Context: an optimization exercise on an open-source flow, tuned for small area, a short achievable clock period and few clock cycles. The choices shown serve that exercise and are no tape-out recipe.
Function was checked by simulation only, so behaviour that the tests miss may differ from the original.
Power figures rest on the tool's default switching activity, not on a simulated workload.

==> flow/design.v (excerpt) <==
module finder(clk,rst_n,wr,din,find,dfind,full,is,location);
	input clk;
	input rst_n;
	input wr;
	input [7:0] din;
	input find;
	input [7:0] dfind;
	output reg full;
	output reg is;
	output [5:0] location;
	reg [7:0] mem [0:62];
	reg [5:0] pointer;
	always @(posedge clk or negedge rst_n)
		if (!rst_n) begin
			pointer <= 6'd0;
			full <= 1'b0;
		end else if (wr) begin
			if (pointer != 6'd63) begin
				pointer <= pointer + 6'd1;
				full <= 1'b0;
			end else begin
				pointer <= 6'd0;
				full <= 1'b1;
			end
		end
	genvar i;
	generate
		for (i = 0; i < 63; i = i + 1) begin : g_mem
			always @(posedge clk)
				if (wr && pointer == i)
					mem[i] <= din;
		end
	endgenerate
	wire [5:0] p = location;	 
	wire [63:0] m;
	generate
		for (i = 0; i < 63; i = i + 1) begin : g_cmp
			assign m[i] = (mem[i] == dfind);
		end
	endgenerate
	assign m[63] = 1'b0;
	wire [31:0] hs;
	generate
		for (i = 0; i < 32; i = i + 1) begin : g_h
			assign hs[i] = (m[i] & ~p[5] & (p[4:0] <= i)) |
			               (m[32 + i] & p[5] & (p[4:0] <= i));
		end
	endgenerate
	function [5:0] first32(input [31:0] v);
		reg [4:0] idx;
		integer k;
		begin
			idx = 5'd0;
			for (k = 31; k >= 0; k = k - 1)
				if (v[k]) idx = k;
			first32 = {|v, idx};
		end
	endfunction
	wire [5:0] c_h = first32(hs);
	wire [5:0] c_l = first32(m[31:0]);
	wire [5:0] c_u = first32(m[63:32]);
	reg n_h, s_l, s_u, loc5;
	reg [4:0] i_h, i_l, i_u;
	always @(posedge clk or negedge rst_n)
		if (!rst_n) begin
			is <= 1'b0;
			n_h <= 1'b0;
			s_l <= 1'b0;
			s_u <= 1'b0;
			loc5 <= 1'b0;
			i_h <= 5'd0;
			i_l <= 5'd0;
			i_u <= 5'd0;
		end else if (find) begin
			is <= c_l[5] | c_u[5];
			n_h <= ~c_h[5];
			s_l <= ~c_h[5] & (p[5] ? c_l[5] : ~c_u[5]);
			s_u <= ~c_h[5] & (p[5] ? ~c_l[5] : c_u[5]);
			loc5 <= c_h[5] ? p[5] : (p[5] ? ~c_l[5] : c_u[5]);
			i_h <= c_h[4:0];
			i_l <= c_l[4:0];
			i_u <= c_u[4:0];
		end
	assign location = {loc5, ({5{~n_h}} & i_h) | ({5{s_l}} & i_l) | ({5{s_u}} & i_u)};
endmodule
export LEC_CHECK = 0
export CAP_MARGIN = 20
export CORE_MARGIN = 2
export CORE_UTILIZATION = 50
export CTS_BUF_LIST = sky130_fd_sc_hd__clkbuf_8
export CTS_CLUSTER_DIAMETER = 60
export CTS_CLUSTER_SIZE = 18
export SETUP_SLACK_MARGIN = 4.65
export SLEW_MARGIN = 20
create_clock -name core_clock -period 8.0 [get_ports {clk}]
run.sh (not shown) runs the stock make flow with config.mk's settings and CLKGATE_MAP_FILE= SYNTH_SCRIPT=/design/flow/synth_recipe.tcl, a recipe that flattens the netlist after the stock synthesis.
Testbench counts at the start, summed over its fixed seeds: cycles 2,400.
Change:
Settings changed: CORE_UTILIZATION 50 to 35.
After rerunning: Fmax grows by 3.0%; cell area rose by 1.4%; cell count rose by 10%; power falls by 1.2%; synthesized area stays the same; critical path depth does not change; hold slack barely changes; global-route usage went down by 8.8 points; combinational power stays flat; non-clock buffer count goes down by 4; count of clock-buffer cells in the layout came out lower by 1.
Change:
Settings changed: CORE_UTILIZATION 35 to 40, SETUP_SLACK_MARGIN 4.65 to 4.7.
=> Core utilization climbs by 5.0 points. Die area fell by 12%. Final cell count falls by about 5%. Critical path depth came out higher by 1. Worst setup slack loses 0.094 ns. Global-route usage goes up by 2.8 points. Synthesized area does not change. Clock power came out higher by about 9%. Clock-buffer cell count came out higher by 3.
Change:
Settings changed: SETUP_SLACK_MARGIN 4.7 to 4.65.
Routed wire length stays flat. Cell count is lower by 1.2%. Non-clock buffer count went down by 27. Final area came out lower by 2.4%. Worst setup slack improved by 0.088 ns. Die area does not change. Synthesized cell count does not change. Utilization goes down by 1.1 points. Maximum frequency is higher by 2.5%. Hold slack improves by 0.018 ns. Power goes down by 2.9%.
Change:
Settings changed: SETUP_SLACK_MARGIN 4.65 to 4.6.
Outcome: Cell area drops by about 0.36%; via count drops by 1.3%; critical path depth climbs by 1.

afterwards: timing with drivers on the ports:
The flow's constraints put no driver on any port. The routed layouts listed below were extracted and timed again, unchanged, in two steps. Step 1: set_driving_cell puts a clkbuf_16 on clk and a buf_2 on each other input, an assumption about the parent block. Step 2, shift: input delay + t, output delay - t, t = (earliest + latest rising clock arrival at the registers) / 2. This alone moves slack from input paths to output paths. Slacks: ideal ports / drivers / drivers and shift; pairs: ideal ports / drivers.
run | t (ns) | setup slack, ns | worst setup path after step 2 | worst register clock-pin slew, ns | worst data-port slew with drivers (ns)
the first run | 0.702 | 4.451 / 4.399 / 3.741 | input to register | 0.12 / 0.12 | 0.33
the second run | 0.709 | 4.554 / 4.487 / 3.778 | input to register | 0.12 / 0.12 | 0.28
the third run | 0.716 | 4.460 / 4.402 / 3.841 | input to register | 0.11 / 0.11 | 0.27
the fourth run | 0.702 | 4.548 / 4.489 / 3.788 | input to register | 0.12 / 0.12 | 0.25
the fifth run | 0.684 | 4.516 / 4.460 / 3.776 | input to register | 0.12 / 0.12 | 0.25
After both steps setup and hold are still met in every run listed. The setup slack of the second run, which loses most, moves by -0.067 ns with the drivers and by -0.776 ns with both steps.
